This is an optimization exercise on Yosys and OpenROAD, whose aim is small area, a short achievable clock period and few clock cycles, not a production implementation.
RTL that was checked went through simulation tests only; none was proved equivalent to the original.
Power is estimated from default activity; no workload was simulated.

==> try-fjord <==
// mat_mul
module mat_mul #
    (
        parameter integer INPUT_SIZE = 49,
        parameter integer RESULT_SIZE = 1,
        parameter integer WEIGHT_SIZE = INPUT_SIZE*RESULT_SIZE,
        parameter integer INPUT_ADDR_SIZE = 10,
        parameter integer RESULT_ADDR_SIZE = 2,
        parameter integer WEIGHT_ADDR_SIZE = 6,
        parameter integer FIXED_POINT_AMOUNT = 12,
        parameter integer DATA_WIDTH = 32
    )
    (
        input wire  s00_axi_aclk,
        input wire  s00_axi_aresetn,
        output wire  s00_axis_tready,
        input  wire  [DATA_WIDTH-1 : 0] s00_axis_tdata,
        input  wire  s00_axis_tlast,
        input  wire  s00_axis_tvalid,
        output wire  m00_axis_tvalid,
        output wire  [DATA_WIDTH-1 : 0] m00_axis_tdata,
        output wire  [(DATA_WIDTH/8)-1 : 0] m00_axis_tstrb,
        output wire  m00_axis_tlast,
        input  wire  m00_axis_tready,
        input wire sel,
        input wire start,
        output wire [DATA_WIDTH-1 : 0] MAC_result,
        output wire valid_MAC_result
    );
export LEC_CHECK = 0
export ABC_AREA = 1
export CAP_MARGIN = 20
export CORE_MARGIN = 2
export CORE_UTILIZATION = 55
export CTS_BUF_LIST = sky130_fd_sc_hd__clkbuf_16
export CTS_CLUSTER_DIAMETER = 100
export CTS_CLUSTER_SIZE = 25
export PLACE_DENSITY = 0.65
export SLEW_MARGIN = 20
create_clock -name core_clock -period 15.0 [get_ports {s00_axi_aclk}]
standard.sh (not shown) runs the stock make flow with config.mk's settings and CLKGATE_MAP_FILE= SYNTH_SCRIPT=/design/flow/synth_recipe.tcl, a recipe that flattens the netlist after the stock synthesis.
==> flow/flow/run.sh <==
#!/bin/bash
set -euo pipefail
bash standard.sh SETUP_SLACK_MARGIN=10.8 \
    "BUFFER_PORTS_ARGS=-buffer_cell sky130_fd_sc_hd__buf_4" \
    "CTS_ARGS=-sink_clustering_enable -repair_clock_nets -sink_clustering_size 25 -sink_clustering_max_diameter 100 -buf_list sky130_fd_sc_hd__clkbuf_16 -dont_use_dummy_load" \
    finish > flow_make.log 2>&1
==> try-quartz (differences from try-fjord) <==
--- a/flow/design.v
+++ b/flow/design.v
@@ -73,32 +73,33 @@
             x[k] <= x[k-1];
         end
         w[0] <= ins_w ? s00_axis_tdata : w[N-1];
         x[0] <= ins_x ? s00_axis_tdata : (rl ? acc : x[N-1]);
     end
-    wire        wen = (sp != SP_IDLE) ? x_ok : w_ok;
     wire [31:0] wtap = ({32{tsel[0]}} & w[0])  | ({32{tsel[1]}} & w[8])  |
                        ({32{tsel[2]}} & w[16]) | ({32{tsel[3]}} & w[24]) |
                        ({32{tsel[4]}} & w[32]) | ({32{tsel[5]}} & w[40]);
     wire [47:0] wenc;
     booth_enc benc (.y(wtap), .e(wenc));
     reg  [47:0] wb;
-    always @(posedge clk) wb <= wenc & {48{wen}};
+    always @(posedge clk) wb <= wenc;
     wire [43:0] ms, mc;
     booth_mul44e mul (.e(wb), .m(x[0]), .s(ms), .c(mc));
-    wire [12:0] lo = {1'b0, ms[11:0]} + {1'b0, mc[11:0]};
+    wire        lo_cy;
+    cy12 lcy (.a(ms[11:0]), .b(mc[11:0]), .co(lo_cy));
     reg  [31:0] ps, pc;
     reg         pcy;
     always @(posedge clk) begin
         ps  <= ms[43:12];
         pc  <= mc[43:12];
-        pcy <= lo[12];
+        pcy <= lo_cy;
     end
     wire [31:0] acc_in = m2f ? 32'd0 : acc;
     wire [31:0] t3 = acc_in ^ ps ^ pc;
     wire [31:0] u3 = (acc_in & ps) | (acc_in & pc) | (ps & pc);
-    wire [31:0] acc_sum = t3 + {u3[30:0], pcy};
+    wire [31:0] acc_sum;
+    bk_add32 aadd (.a(t3), .b({u3[30:0], pcy}), .s(acc_sum));
     always @(posedge clk) begin
         if (rst)
             acc <= 32'd0;
         else if (rl)
             acc <= x[N-1];
@@ -140,11 +141,12 @@
             end else if (first & ~sel) begin
                 w_ok <= 1'b1; dirty <= 1'b1;
             end
             if (!((first & sel) | (busy & ldx) | (sp == SP_RUN) | (sp == SP_D1) | (sp == SP_D2) |
                   (((sp == SP_SYNC) | (rl & ~sh1)) & (cx == 6'd0) & in_taps(cw))))
-                tsel <= tap_onehot(cw_n);
+                tsel <= tap_onehot(cw_n) &
+                        {NT{((sp != SP_IDLE) | (start & dirty)) ? x_ok : w_ok}};
             m1v <= ins_x;
             m1f <= first & sel;
             sh1 <= 1'b0;
             case (sp)
                 SP_IDLE: if (start & dirty) sp <= SP_SYNC;
@@ -1541,5 +1543,151 @@
     assign s[42] = s777;
     assign c[42] = c776;
     assign s[43] = s779;
     assign c[43] = c778;
 endmodule
+module bk_add32 (input wire [31:0] a, input wire [31:0] b, output wire [31:0] s);
+    wire [31:0] p = a ^ b;
+    wire [31:0] g = a & b;
+    wire G1 = g[1] | (p[1] & g[0]);
+    wire G2 = g[3] | (p[3] & g[2]);
+    wire P2 = p[3] & p[2];
+    wire G3 = g[5] | (p[5] & g[4]);
+    wire P3 = p[5] & p[4];
+    wire G4 = g[7] | (p[7] & g[6]);
+    wire P4 = p[7] & p[6];
+    wire G5 = g[9] | (p[9] & g[8]);
+    wire P5 = p[9] & p[8];
+    wire G6 = g[11] | (p[11] & g[10]);
+    wire P6 = p[11] & p[10];
+    wire G7 = g[13] | (p[13] & g[12]);
+    wire P7 = p[13] & p[12];
+    wire G8 = g[15] | (p[15] & g[14]);
+    wire P8 = p[15] & p[14];
+    wire G9 = g[17] | (p[17] & g[16]);
+    wire P9 = p[17] & p[16];
+    wire G10 = g[19] | (p[19] & g[18]);
+    wire P10 = p[19] & p[18];
+    wire G11 = g[21] | (p[21] & g[20]);
+    wire P11 = p[21] & p[20];
+    wire G12 = g[23] | (p[23] & g[22]);
+    wire P12 = p[23] & p[22];
+    wire G13 = g[25] | (p[25] & g[24]);
+    wire P13 = p[25] & p[24];
+    wire G14 = g[27] | (p[27] & g[26]);
+    wire P14 = p[27] & p[26];
+    wire G15 = g[29] | (p[29] & g[28]);
+    wire P15 = p[29] & p[28];
+    wire G16 = g[31] | (p[31] & g[30]);
+    wire P16 = p[31] & p[30];
+    wire G17 = G2 | (P2 & G1);
+    wire G18 = G4 | (P4 & G3);
+    wire P18 = P4 & P3;
+    wire G19 = G6 | (P6 & G5);
+    wire P19 = P6 & P5;
+    wire G20 = G8 | (P8 & G7);
+    wire P20 = P8 & P7;
+    wire G21 = G10 | (P10 & G9);
+    wire P21 = P10 & P9;
+    wire G22 = G12 | (P12 & G11);
+    wire P22 = P12 & P11;
+    wire G23 = G14 | (P14 & G13);
+    wire P23 = P14 & P13;
+    wire G24 = G16 | (P16 & G15);
+    wire P24 = P16 & P15;
+    wire G25 = G18 | (P18 & G17);
+    wire G26 = G20 | (P20 & G19);
+    wire P26 = P20 & P19;
+    wire G27 = G22 | (P22 & G21);
+    wire P27 = P22 & P21;
+    wire G28 = G24 | (P24 & G23);
+    wire P28 = P24 & P23;
+    wire G29 = G26 | (P26 & G25);
+    wire G30 = G28 | (P28 & G27);
+    wire P30 = P28 & P27;
+    wire G31 = G30 | (P30 & G29);
+    wire G32 = G27 | (P27 & G29);
+    wire G33 = G19 | (P19 & G25);
+    wire G34 = G21 | (P21 & G29);
+    wire G35 = G23 | (P23 & G32);
+    wire G36 = G3 | (P3 & G17);
+    wire G37 = G5 | (P5 & G25);
+    wire G38 = G7 | (P7 & G33);
+    wire G39 = G9 | (P9 & G29);
+    wire G40 = G11 | (P11 & G34);
+    wire G41 = G13 | (P13 & G32);
+    wire G42 = G15 | (P15 & G35);
+    wire G43 = g[2] | (p[2] & G1);
+    wire G44 = g[4] | (p[4] & G17);
+    wire G45 = g[6] | (p[6] & G36);
+    wire G46 = g[8] | (p[8] & G25);
+    wire G47 = g[10] | (p[10] & G37);
+    wire G48 = g[12] | (p[12] & G33);
+    wire G49 = g[14] | (p[14] & G38);
+    wire G50 = g[16] | (p[16] & G29);
+    wire G51 = g[18] | (p[18] & G39);
+    wire G52 = g[20] | (p[20] & G34);
+    wire G53 = g[22] | (p[22] & G40);
+    wire G54 = g[24] | (p[24] & G32);
+    wire G55 = g[26] | (p[26] & G41);
+    wire G56 = g[28] | (p[28] & G35);
+    wire G57 = g[30] | (p[30] & G42);
+    assign s[0] = p[0];
+    assign s[1] = p[1] ^ g[0];
+    assign s[2] = p[2] ^ G1;
+    assign s[3] = p[3] ^ G43;
+    assign s[4] = p[4] ^ G17;
+    assign s[5] = p[5] ^ G44;
+    assign s[6] = p[6] ^ G36;
+    assign s[7] = p[7] ^ G45;
+    assign s[8] = p[8] ^ G25;
+    assign s[9] = p[9] ^ G46;
+    assign s[10] = p[10] ^ G37;
+    assign s[11] = p[11] ^ G47;
+    assign s[12] = p[12] ^ G33;
+    assign s[13] = p[13] ^ G48;
+    assign s[14] = p[14] ^ G38;
+    assign s[15] = p[15] ^ G49;
+    assign s[16] = p[16] ^ G29;
+    assign s[17] = p[17] ^ G50;
+    assign s[18] = p[18] ^ G39;
+    assign s[19] = p[19] ^ G51;
+    assign s[20] = p[20] ^ G34;
+    assign s[21] = p[21] ^ G52;
+    assign s[22] = p[22] ^ G40;
+    assign s[23] = p[23] ^ G53;
+    assign s[24] = p[24] ^ G32;
+    assign s[25] = p[25] ^ G54;
+    assign s[26] = p[26] ^ G41;
+    assign s[27] = p[27] ^ G55;
+    assign s[28] = p[28] ^ G35;
+    assign s[29] = p[29] ^ G56;
+    assign s[30] = p[30] ^ G42;
+    assign s[31] = p[31] ^ G57;
+endmodule
+module cy12 (input wire [11:0] a, input wire [11:0] b, output wire co);
+    wire [11:0] p = a ^ b;
+    wire [11:0] g = a & b;
+    wire G1 = g[11] | (p[11] & g[10]);
+    wire P1 = p[11] & p[10];
+    wire G2 = G1 | (P1 & g[9]);
+    wire P2 = P1 & p[9];
+    wire G3 = g[8] | (p[8] & g[7]);
+    wire P3 = p[8] & p[7];
+    wire G4 = G3 | (P3 & g[6]);
+    wire P4 = P3 & p[6];
+    wire G5 = G2 | (P2 & G4);
+    wire P5 = P2 & P4;
+    wire G6 = g[5] | (p[5] & g[4]);
+    wire P6 = p[5] & p[4];
+    wire G7 = G6 | (P6 & g[3]);
+    wire P7 = P6 & p[3];
+    wire G8 = g[2] | (p[2] & g[1]);
+    wire P8 = p[2] & p[1];
+    wire G9 = G8 | (P8 & g[0]);
+    wire P9 = P8 & p[0];
+    wire G10 = G7 | (P7 & G9);
+    wire P10 = P7 & P9;
+    wire G11 = G5 | (P5 & G10);
+    wire P11 = P5 & P10;
+    assign co = G11;
+endmodule
==> flow/flow/run.sh (replaced) <==
#!/bin/bash
set -euo pipefail
bash standard.sh SETUP_SLACK_MARGIN=11.0 \
    "BUFFER_PORTS_ARGS=-buffer_cell sky130_fd_sc_hd__buf_4" \
    "CTS_ARGS=-sink_clustering_enable -repair_clock_nets -sink_clustering_size 28 -sink_clustering_max_diameter 100 -buf_list sky130_fd_sc_hd__clkbuf_16 -dont_use_dummy_load" \
    finish > flow_make.log 2>&1
- CORE_UTILIZATION: 55 -> 65
- CTS_CLUSTER_SIZE: 25 -> 28
- PLACE_DENSITY: 0.65 -> 0.72
==> try-amber (differences from try-fjord) <==
--- a/flow/design.v
+++ b/flow/design.v
@@ -30,33 +30,35 @@
     localparam integer N = 49;
     localparam integer NT = 6;    
     wire clk = s00_axi_aclk;
     wire rst = !s00_axi_aresetn;
     function automatic in_taps(input [5:0] c);
-        in_taps = (c[2:0] == 3'd1);
+        in_taps = (c == 6'd1) || (c == 6'd9) || (c == 6'd17) ||
+                  (c == 6'd25) || (c == 6'd33) || (c == 6'd41);
     endfunction
     function automatic [NT-1:0] tap_onehot(input [5:0] c);
-        tap_onehot = (c[2:0] == 3'd1) ? (6'd1 << c[5:3]) : 6'd0;
+        tap_onehot = {c == 6'd41, c == 6'd33, c == 6'd25, c == 6'd17, c == 6'd9, c == 6'd1};
     endfunction
     function automatic [5:0] inc49(input [5:0] c);
         inc49 = (c == 6'd48) ? 6'd0 : c + 6'd1;
     endfunction
     reg        rdy;            
     reg        busy;           
     reg        ldx;            
     reg        w_ok, x_ok;     
     reg        dirty;          
     reg  [5:0] cw, cx;         
+    reg  [5:0] d;              
     reg  [NT-1:0] tsel;        
     wire xfer  = s00_axis_tvalid & rdy;
     wire first = xfer & ~busy;
     wire ins_w = xfer & ~sel;
     wire ins_x = xfer & sel;
-    localparam [2:0] SP_IDLE = 3'd0, SP_SYNC = 3'd1, SP_SHIFT = 3'd2,
-                     SP_RUN = 3'd3, SP_D1 = 3'd4, SP_D2 = 3'd5;
+    localparam [2:0] SP_IDLE = 3'd0, SP_ALIGN = 3'd1, SP_SHIFT = 3'd2,
+                     SP_WAIT = 3'd3, SP_RUN = 3'd4, SP_D1 = 3'd5, SP_D2 = 3'd6;
     reg  [2:0] sp;
-    reg        sh1;            
+    reg  [5:0] spc;
     wire rl = (sp == SP_SHIFT);
     reg        m1v, m1f;       
     reg        m2v, m2f;       
     reg        vq;             
     reg        vr;             
@@ -94,26 +96,27 @@
         pcy <= lo[12];
     end
     wire [31:0] acc_in = m2f ? 32'd0 : acc;
     wire [31:0] t3 = acc_in ^ ps ^ pc;
     wire [31:0] u3 = (acc_in & ps) | (acc_in & pc) | (ps & pc);
-    wire [31:0] acc_sum = t3 + {u3[30:0], pcy};
+    wire [31:0] acc_sum = t3 + {u3[30:0], 1'b0} + {31'd0, pcy};
     always @(posedge clk) begin
         if (rst)
             acc <= 32'd0;
         else if (rl)
             acc <= x[N-1];
         else if (m2v)
             acc <= acc_sum;
     end
     wire [5:0] cw_n = (first & ~sel) ? 6'd1 : inc49(cw);
+    wire [5:0] dx   = (cw >= cx) ? cw - cx : cw + 6'd49 - cx;
     always @(posedge clk) begin
         if (rst) begin
             rdy <= 1'b0; busy <= 1'b0; ldx <= 1'b0;
             w_ok <= 1'b0; x_ok <= 1'b0; dirty <= 1'b0;
-            cw <= 6'd0; cx <= 6'd0; tsel <= {NT{1'b0}};
-            sp <= SP_IDLE; sh1 <= 1'b0;
+            cw <= 6'd0; cx <= 6'd0; d <= 6'd0; tsel <= {NT{1'b0}};
+            sp <= SP_IDLE; spc <= 6'd0;
             m1v <= 1'b0; m1f <= 1'b0; m2v <= 1'b0; m2f <= 1'b0;
             vq <= 1'b0; res <= 32'd0;
             s0 <= 1'b0; s1 <= 1'b0; s2 <= 1'b0; tv <= 1'b0;
         end else begin
             if (xfer & s00_axis_tlast)
@@ -131,32 +134,36 @@
             else
                 rdy <= in_taps(cw_n);
             cw <= cw_n;
             if (first & sel)
                 cx <= 6'd1;
-            else if (!(rl && sh1))
+            else if (!(rl && spc == 6'd0))
                 cx <= inc49(cx);
             if (first & sel) begin
                 x_ok <= 1'b1; dirty <= 1'b0;
             end else if (first & ~sel) begin
                 w_ok <= 1'b1; dirty <= 1'b1;
             end
-            if (!((first & sel) | (busy & ldx) | (sp == SP_RUN) | (sp == SP_D1) | (sp == SP_D2) |
-                  (((sp == SP_SYNC) | (rl & ~sh1)) & (cx == 6'd0) & in_taps(cw))))
+            if (sp != SP_IDLE)
+                tsel <= tap_onehot(rl && spc == 6'd0 ? inc49(d) : d);
+            else if (!((first & sel) | (busy & ldx)))
                 tsel <= tap_onehot(cw_n);
             m1v <= ins_x;
             m1f <= first & sel;
-            sh1 <= 1'b0;
             case (sp)
-                SP_IDLE: if (start & dirty) sp <= SP_SYNC;
-                SP_SYNC, SP_SHIFT: if (cx == 6'd0 && !(rl && sh1)) begin
-                    if (in_taps(cw)) begin
-                        sp <= SP_RUN;
-                        m1v <= 1'b1; m1f <= 1'b1;
-                    end else begin
-                        sp <= SP_SHIFT; sh1 <= 1'b1;
-                    end
+                SP_IDLE: if (start & dirty) begin sp <= SP_ALIGN; d <= dx; end
+                SP_ALIGN: begin
+                    if (in_taps(d)) sp <= SP_WAIT;
+                    else begin sp <= SP_SHIFT; spc <= 6'd49; end
+                end
+                SP_SHIFT: begin
+                    spc <= spc - 6'd1;
+                    if (spc == 6'd0) begin sp <= SP_ALIGN; d <= inc49(d); end
+                end
+                SP_WAIT: if (cx == 6'd0) begin
+                    sp <= SP_RUN;
+                    m1v <= 1'b1; m1f <= 1'b1;
                 end
                 SP_RUN: begin
                     m1v <= 1'b1; m1f <= 1'b0;
                     if (cx == 6'd48) sp <= SP_D1;
                 end
==> flow/run.sh (new file) <==
#!/bin/bash
# synth_recipe.tcl (not shown) runs the flow's synth.tcl, then flattens the netlist and writes it again
# the make line also repeats each setting of config.mk as NAME=value (left out here)
make -C /OpenROAD-flow-scripts/flow DESIGN_CONFIG=/design/flow/config.mk WORK_HOME=/design/flow/orfs CLKGATE_MAP_FILE= SYNTH_SCRIPT=/design/flow/synth_recipe.tcl finish
- CORE_UTILIZATION: 55 -> 45
- PLACE_DENSITY: 0.65 -> 0.6
removed: flow/flow/run.sh
removed: flow/standard.sh
==> run summary <==
Flop pwr share: try-fjord 0.640; try-amber 0.599; try-quartz 0.663
Worst Reg-to-Reg Cells: try-fjord 10; try-amber 10; try-quartz 11
CP bufs+invs: try-fjord 2; try-amber 3; try-quartz 3
Power density over cell area: try-fjord 164.0 mW/mm^2; try-amber 158.2 mW/mm^2; try-quartz 142.4 mW/mm^2
Total Power: try-fjord 17.01 mW; try-amber 16.19 mW; try-quartz 14.58 mW
Share of the synthesized area in compound gates (AO/OA/AOI/OAI): try-fjord 0.05011; try-amber 0.05277; try-quartz 0.04719
Required @ worst endpoint: try-fjord 15,720 ps; try-amber 15,740 ps; try-quartz 15,690 ps
Highest Clock Rate: try-fjord 229.3 MHz; try-amber 191.6 MHz; try-quartz 228.6 MHz
Overall track demand over capacity in global routing: try-fjord 0.2333; try-amber 0.1878; try-quartz 0.2690
Layout cells sized above 1: try-fjord 0.1222; try-amber 0.04376; try-quartz 0.1486
M2 GR Usage: try-fjord 0.3422; try-amber 0.2732; try-quartz 0.3947
Global-route wire length before repair: try-fjord 298,000 um; try-amber 298,600 um; try-quartz 284,300 um
Status: try-fjord finished clean; try-amber finished clean; try-quartz finished clean
Slowest-stage cell, CP: try-fjord sky130_fd_sc_hd__fa_1; try-amber sky130_fd_sc_hd__clkinv_1; try-quartz sky130_fd_sc_hd__fa_1
Testbench counts of try-fjord, summed over its fixed seeds: cycles 27,609.
Testbench counts of try-amber, summed over its fixed seeds: cycles 27,609.
For try-quartz, only the layout was checked, not whether the RTL still works.

-- port drivers added, routing unchanged --
How much do the figures lean on ideal ports? The routed layouts below were timed once more, with nothing changed but the port constraints. Step 1 sets driving cells, clkbuf_16 on the clock port and buf_2 on the other inputs (assumed; they add their load-dependent delay and slew). Step 2 times the ports against the registers' clock, not the clock port: input delays grow and output delays shrink by t, the midpoint of the rising clock arrivals with the driver on. a / b / c = ideal / step 1 / step 2; a / b = the first two.
| run | t (ns) | slack for setup (ns) | hold slack, ns | worst setup path after step 2 | worst slew at a driven data input, ns |
|---|---|---|---|---|---|
| try-fjord | 0.870 | 10.638 / 10.626 / 10.203 | 0.266 / 0.266 / 0.266 | input to register | 0.04 |
| try-quartz | 0.830 | 10.625 / 10.569 / 10.156 | 0.245 / 0.245 / 0.245 | input to register | 0.10 |
| try-amber | 0.918 | 9.781 / 9.781 / 9.258 | 0.300 / 0.300 / 0.300 | input to register | 0.08 |
After both steps every run listed still meets setup and hold. For try-amber, which loses most, drivers alone change the setup slack by 0.000 ns; drivers and shift together by -0.523 ns.
